Context: an optimization exercise on an open-source flow, tuned for small area. The choices shown serve that exercise and are no tape-out recipe.
In this exercise RTL edits were held to simulation tests only and were not proved equivalent to the original.
No activity file was given, so power comes from the tool's default toggle rates.

==> flow/design.v (excerpt) <==
module tomasulim(CLK, CLR, mem_addr, mem_wdata, mem_we, mem_rdata, cdb_we, cdb_rd, cdb_tag, cdb_data);
export LEC_CHECK = 0
export ABC_AREA = 1
export CAP_MARGIN = 20
export CORE_MARGIN = 2
export CORE_UTILIZATION = 50
export CTS_BUF_LIST = sky130_fd_sc_hd__clkbuf_8
export CTS_CLUSTER_DIAMETER = 60
export CTS_CLUSTER_SIZE = 16
export PLACE_DENSITY = 0.65
export SLEW_MARGIN = 20
create_clock -name core_clock -period 10.0 [get_ports {CLK}]
standard.sh (not shown) runs the stock make flow with config.mk's settings and CLKGATE_MAP_FILE= SYNTH_SCRIPT=/design/flow/synth_recipe.tcl, a recipe that flattens the netlist after the stock synthesis.
==> flow/flow/run.sh <==
#!/bin/bash
set -euo pipefail
here=$(pwd)
rm -rf "$here/orfs_scripts"
cp -r "$FLOW_HOME/scripts" "$here/orfs_scripts"
cp "$here/flow/abc_area.script" "$here/orfs_scripts/abc_area.script"
sed -i 's/^  -sink_clustering_enable \\$/  -sink_clustering_enable -dont_use_dummy_load \\/' "$here/orfs_scripts/cts.tcl"
grep -q -- '-dont_use_dummy_load' "$here/orfs_scripts/cts.tcl"
bash standard.sh SCRIPTS_DIR="$here/orfs_scripts" ABC_AREA=1 finish > "$here/standard_flow.log" 2>&1
==> flow/flow/abc_area.script <==
strash
balance
rewrite
refactor
balance
rewrite
rewrite -z
balance
refactor -z
rewrite -z
balance
dch -f
amap
strash
dch -f
amap
topo
stime -c
buffer -c
upsize -c
dnsize -c
Next try:
- CTS_BUF_LIST: sky130_fd_sc_hd__clkbuf_8 -> sky130_fd_sc_hd__clkbuf_4 sky130_fd_sc_hd__clkbuf_8
- CTS_CLUSTER_DIAMETER: 60 -> 50
- CTS_CLUSTER_SIZE: 16 -> 12
The changed run finished clean.
Routed wire length rises slightly.
Via count rises slightly.
Critical path depth does not change.
Power rises by a few percent.
Maximum frequency is about the same.
Sequential power hardly moves.
Setup slack is worse by 0.013 ns.
Cell count rises slightly.

========
## the previous run
tomasulim, a different RTL version from the one above (not shown whole).
Size: ~3200 cells after synthesis, about 730 flip-flops, ~0.033 mm2 of cells after synthesis.
## tomasulim
module tomasulim(CLK, CLR, mem_addr, mem_wdata, mem_we, mem_rdata, cdb_we, cdb_rd, cdb_tag, cdb_data);
Settings: LEC_CHECK=0, ABC_AREA=1, CAP_MARGIN=20, CORE_MARGIN=2, CORE_UTILIZATION=40, CTS_BUF_LIST=sky130_fd_sc_hd__clkbuf_16, CTS_CLUSTER_DIAMETER=60, CTS_CLUSTER_SIZE=30, PLACE_DENSITY=0.6, SLEW_MARGIN=20; clock period 10.0 ns.
run.sh (not shown) runs the stock make flow with config.mk's settings and CLKGATE_MAP_FILE= SYNTH_SCRIPT=/design/flow/synth_recipe.tcl, a recipe that flattens the netlist after the stock synthesis.
Stock flow here: none of the scripts above is used.
The previous run: PASS, flow complete, no timing, DRC or antenna violations
#### Input delta (the current run over the previous run)
- swapping 30 for 24 in CTS_CLUSTER_SIZE
- swapping sky130_fd_sc_hd__clkbuf_16 for sky130_fd_sc_hd__clkbuf_8 sky130_fd_sc_hd__clkbuf_16 in CTS_BUF_LIST
- swapping 0.6 for 0.65 in PLACE_DENSITY
- swapping 60 for 80 in CTS_CLUSTER_DIAMETER
- swapping 40 for 50 in CORE_UTILIZATION
==> flow/flow/run.sh (new file) <==
#!/bin/bash
set -euo pipefail
here=$(pwd)
rm -rf "$here/orfs_scripts"
cp -r "$FLOW_HOME/scripts" "$here/orfs_scripts"
cp "$here/flow/abc_area.script" "$here/orfs_scripts/abc_area.script"
bash standard.sh SCRIPTS_DIR="$here/orfs_scripts" ABC_AREA=1 finish > "$here/standard_flow.log" 2>&1
==> flow/flow/abc_area.script (new file) <==
strash
balance
rewrite
refactor
balance
rewrite
rewrite -z
balance
refactor -z
rewrite -z
balance
dch -f
amap
strash
dch -f
amap
topo
stime -c
buffer -c
upsize -c
dnsize -c
==> flow/standard.sh (new file) <==
#!/bin/bash
# synth_recipe.tcl (not shown) runs the flow's synth.tcl, then flattens the netlist and writes it again
# the make line also repeats each setting of config.mk as NAME=value (left out here)
make -C /OpenROAD-flow-scripts/flow DESIGN_CONFIG=/design/flow/config.mk WORK_HOME=/design/flow/orfs CLKGATE_MAP_FILE= SYNTH_SCRIPT=/design/flow/synth_recipe.tcl "${@:-finish}"
removed: flow/run.sh
Notes after the runs:
- Of the current run and the previous run, it is the current run that has the lower critical path required time.
- Transition time of the tightest slew-check pin: the current run vs the previous run up 0.071 ns
- Per the comparison of the current run with the previous run, multiplexer area fraction after synthesis lost 1.1 points; routing usage on met2 picked up an extra 8.6 points; vertical die dimension lower.
- Going from the previous run to the current run, final critical-path setup slack shrinks by 1.58 ns.
- The current run — total placed cells including tap cells 15% lower, the previous run as reference
- Delta (the current run minus the previous run): area added between synthesis and finish moved down; fraction of standard cell area that is sequential saw an increase; final routed wirelength across all metal layers moved up.
- Worst hold slack of the current run is on par with the previous run.
- Top power consumer group = registers: the previous run; top power consumer group = combinational logic: the current run

========
== willow ==
tomasulim, a different RTL version from the one above (not shown whole).
For scale: about 2800 cells after synthesis, about 720 flip-flops, about 64 I/O pins, about 32000 µm² of cells after synthesis.
Design tomasulim, start of the top module:
module tomasulim(CLK, CLR, mem_addr, mem_wdata, mem_we, mem_rdata, cdb_we, cdb_rd, cdb_tag, cdb_data);
==> flow/config.mk <==
export PLATFORM = sky130hd
export DESIGN_NAME = tomasulim
export DESIGN_NICKNAME = tomasulim
export VERILOG_FILES = /design/flow/design.v
export SDC_FILE = /design/flow/constraint.sdc
export NUM_CORES = 4
export LEC_CHECK = 0
export ABC_AREA = 1
export CAP_MARGIN = 20
export CORE_MARGIN = 2
export CORE_UTILIZATION = 62
export CTS_BUF_LIST = sky130_fd_sc_hd__clkbuf_8
export CTS_CLUSTER_DIAMETER = 60
export CTS_CLUSTER_SIZE = 16
export PLACE_DENSITY = 0.74
export SLEW_MARGIN = 20
==> flow/constraint.sdc <==
create_clock -name core_clock -period 10.0 [get_ports {CLK}]
set_input_delay 2.0000 -clock core_clock [delete_from_list [all_inputs] [get_ports {CLK}]]
set_output_delay 2.0000 -clock core_clock [all_outputs]
set_load 0.01 [all_outputs]
standard.sh (not shown) runs the stock make flow with config.mk's settings and CLKGATE_MAP_FILE= SYNTH_SCRIPT=/design/flow/synth_recipe.tcl, a recipe that flattens the netlist after the stock synthesis.
==> flow/flow/run.sh <==
#!/bin/bash
set -euo pipefail
here=$(pwd)
rm -rf "$here/orfs_scripts"
cp -r "$FLOW_HOME/scripts" "$here/orfs_scripts"
cp "$here/flow/abc_area.script" "$here/orfs_scripts/abc_area.script"
sed -i 's/^  -sink_clustering_enable \\$/  -sink_clustering_enable -dont_use_dummy_load \\/' "$here/orfs_scripts/cts.tcl"
grep -q -- '-dont_use_dummy_load' "$here/orfs_scripts/cts.tcl"
bash standard.sh SCRIPTS_DIR="$here/orfs_scripts" ABC_AREA=1 finish > "$here/standard_flow.log" 2>&1
==> flow/flow/abc_area.script <==
strash
balance
rewrite
refactor
balance
rewrite
rewrite -z
balance
refactor -z
rewrite -z
balance
dch -f
amap
strash
dch -f
amap
topo
stime -c
buffer -c
upsize -c
dnsize -c
Input changes introduced in xenon (baseline for comparison: willow):
Settings: CTS_CLUSTER_DIAMETER: 60 -> 50; PLACE_DENSITY: 0.74 -> 0.65; CTS_CLUSTER_SIZE: 16 -> 13; CORE_UTILIZATION: 62 -> 50.
==> flow/flow/run.sh <==
#!/bin/bash
set -euo pipefail
here=$(pwd)
rm -rf "$here/orfs_scripts"
cp -r "$FLOW_HOME/scripts" "$here/orfs_scripts"
cp "$here/flow/abc_area.script" "$here/orfs_scripts/abc_area.script"
bash standard.sh SCRIPTS_DIR="$here/orfs_scripts" ABC_AREA=1 finish > "$here/standard_flow.log" 2>&1
Findings:
- Number of tapcells, willow and xenon, higher one = xenon.
- Compare willow and xenon | clock skew lower: xenon
- Sequential cell fraction of total power is higher on willow
- willow was routed with more vias than xenon.
- Lower final critical-path share of the clock period among willow and xenon: willow
- Filler cell count: xenon vs willow up 42%
- Of willow and xenon, the run reporting the lower smallest setup slack after layout was xenon.
- Re logic depth of the worst path, buffers included: no difference whatsoever between xenon and willow.
The following lists how harbor was set up differently from xenon:
Settings: swapping 13 for 16 in CTS_CLUSTER_SIZE; swapping 50 for 60 in CTS_CLUSTER_DIAMETER.
==> flow/flow/run.sh <==
#!/bin/bash
set -euo pipefail
here=$(pwd)
rm -rf "$here/orfs_scripts"
cp -r "$FLOW_HOME/scripts" "$here/orfs_scripts"
cp "$here/flow/abc_area.script" "$here/orfs_scripts/abc_area.script"
sed -i 's/^  -sink_clustering_enable \\$/  -sink_clustering_enable -dont_use_dummy_load \\/' "$here/orfs_scripts/cts.tcl"
grep -q -- '-dont_use_dummy_load' "$here/orfs_scripts/cts.tcl"
bash standard.sh SCRIPTS_DIR="$here/orfs_scripts" ABC_AREA=1 finish > "$here/standard_flow.log" 2>&1
### Flow results
- harbor has completed all stages; timing, DRC and antenna checks passed.
- harbor reports a lower share of the clock period used by the worst path than xenon does.
- xenon → harbor: post-layout minimum cycle time fell 0.017 ns; area growth from synthesis to final layout fell 2.8 points; sequential share of layout area rose 1.5 points.
- The number of clock buffer instances in the layout in harbor sits 29 below the value recorded for xenon.
- xenon → harbor: clock network fraction of total power shrank by 4.9 points; total power after layout shrank by 5.8%; utilization shrank by 1.4 points; number of buffers created by CTS shrank by about 30%; worst setup slack grew by 0.017 ns.
[inputs] indigo vs harbor
==> flow/flow/run.sh <==
#!/bin/bash
set -euo pipefail
here=$(pwd)
rm -rf "$here/orfs_scripts"
cp -r "$FLOW_HOME/scripts" "$here/orfs_scripts"
cp "$here/flow/abc_area.script" "$here/orfs_scripts/abc_area.script"
bash standard.sh SCRIPTS_DIR="$here/orfs_scripts" ABC_AREA=1 finish > "$here/standard_flow.log" 2>&1
==> comparison <==
- Between indigo and harbor, it is indigo whose sequential portion of the cell area is lower, by 0.46 points.
- As far as number of hold violations in the final report goes, harbor and indigo are indistinguishable; the numbers are identical.
- harbor has a lower share of the core filled with cells in the final layout than indigo.
- Share of total power in combinational logic was lower in indigo than in harbor.
- Comparing indigo and harbor, the lower layout overhead on the synthesized area was measured on harbor.
- Going from harbor to indigo, global-route usage held steady; final worst setup slack shrank by 0.016 ns.
- Diff harbor -> indigo: final critical path time including I/O delays and setup climbed 0.016 ns, fraction of power consumed by the clock network now sits higher.
- The run showing the greater number of filler cells placed in the layout is harbor.
- There was hardly any difference in count of non-CTS buffers in the layout between indigo and harbor.
Input changes introduced in garnet (baseline for comparison: indigo):
Settings: a change of CTS_CLUSTER_SIZE from 16 to 18.
==> flow/flow/run.sh <==
#!/bin/bash
set -euo pipefail
here=$(pwd)
rm -rf "$here/orfs_scripts"
cp -r "$FLOW_HOME/scripts" "$here/orfs_scripts"
cp "$here/flow/abc_area.script" "$here/orfs_scripts/abc_area.script"
sed -i 's/^  -sink_clustering_enable \\$/  -sink_clustering_enable -dont_use_dummy_load \\/' "$here/orfs_scripts/cts.tcl"
grep -q -- '-dont_use_dummy_load' "$here/orfs_scripts/cts.tcl"
bash standard.sh SCRIPTS_DIR="$here/orfs_scripts" ABC_AREA=1 finish > "$here/standard_flow.log" 2>&1
Notes after the runs:
On final critical-path share of the clock period, garnet and indigo are basically level. On routed via count, garnet and indigo are basically level. For final-stage net count, garnet and indigo come out practically identical. Worst hold slack, garnet and indigo, lower one = garnet. Per the comparison of garnet with indigo, aggregate routed wire length decreased by 0.39% relative to the old numbers, setup slack decreased by 0.012 ns relative to the old numbers, leakage power decreased by about 2% relative to the old numbers.

[afterwards: timing with drivers on the ports]
How much do the figures lean on ideal ports? The routed layouts below were timed once more, with nothing changed but the port constraints.
Step 1: set_driving_cell puts a clkbuf_16 on CLK and a buf_2 on each other input, an assumption about the parent block.
Step 2 times the ports against the registers' clock, not the clock port: input delays grow and output delays shrink by t, the midpoint of the rising clock arrivals with the driver on.
Slacks: ideal / step 1 / step 2; pairs: ideal / step 1.
run	t, ns	slack for setup (ns)	hold WS [ns]	worst register clock-pin slew, ns	pins driven straight from the clock port
the first run of note 1	0.729	3.182 / 3.182 / 3.182	0.426 / 0.426 / 0.426	0.11 / 0.11	1
the second run of note 1	0.703	3.169 / 3.169 / 3.169	0.418 / 0.418 / 0.418	0.08 / 0.08	1
the previous run	0.692	3.862 / 3.833 / 3.862	0.422 / 0.422 / 0.422	0.12 / 0.12	1
the current run	0.657	2.282 / 2.282 / 2.282	0.423 / 0.423 / 0.423	0.10 / 0.10	1
willow	0.740	2.769 / 2.769 / 2.769	0.425 / 0.425 / 0.425	0.11 / 0.11	1
xenon	0.745	2.724 / 2.724 / 2.724	0.417 / 0.417 / 0.417	0.09 / 0.09	1
harbor	0.732	2.741 / 2.741 / 2.741	0.431 / 0.431 / 0.431	0.11 / 0.11	1
indigo	0.752	2.726 / 2.726 / 2.726	0.433 / 0.433 / 0.433	0.11 / 0.11	1
garnet	0.711	2.713 / 2.713 / 2.713	0.423 / 0.423 / 0.423	0.12 / 0.12	1
After both steps every run listed still meets setup and hold.
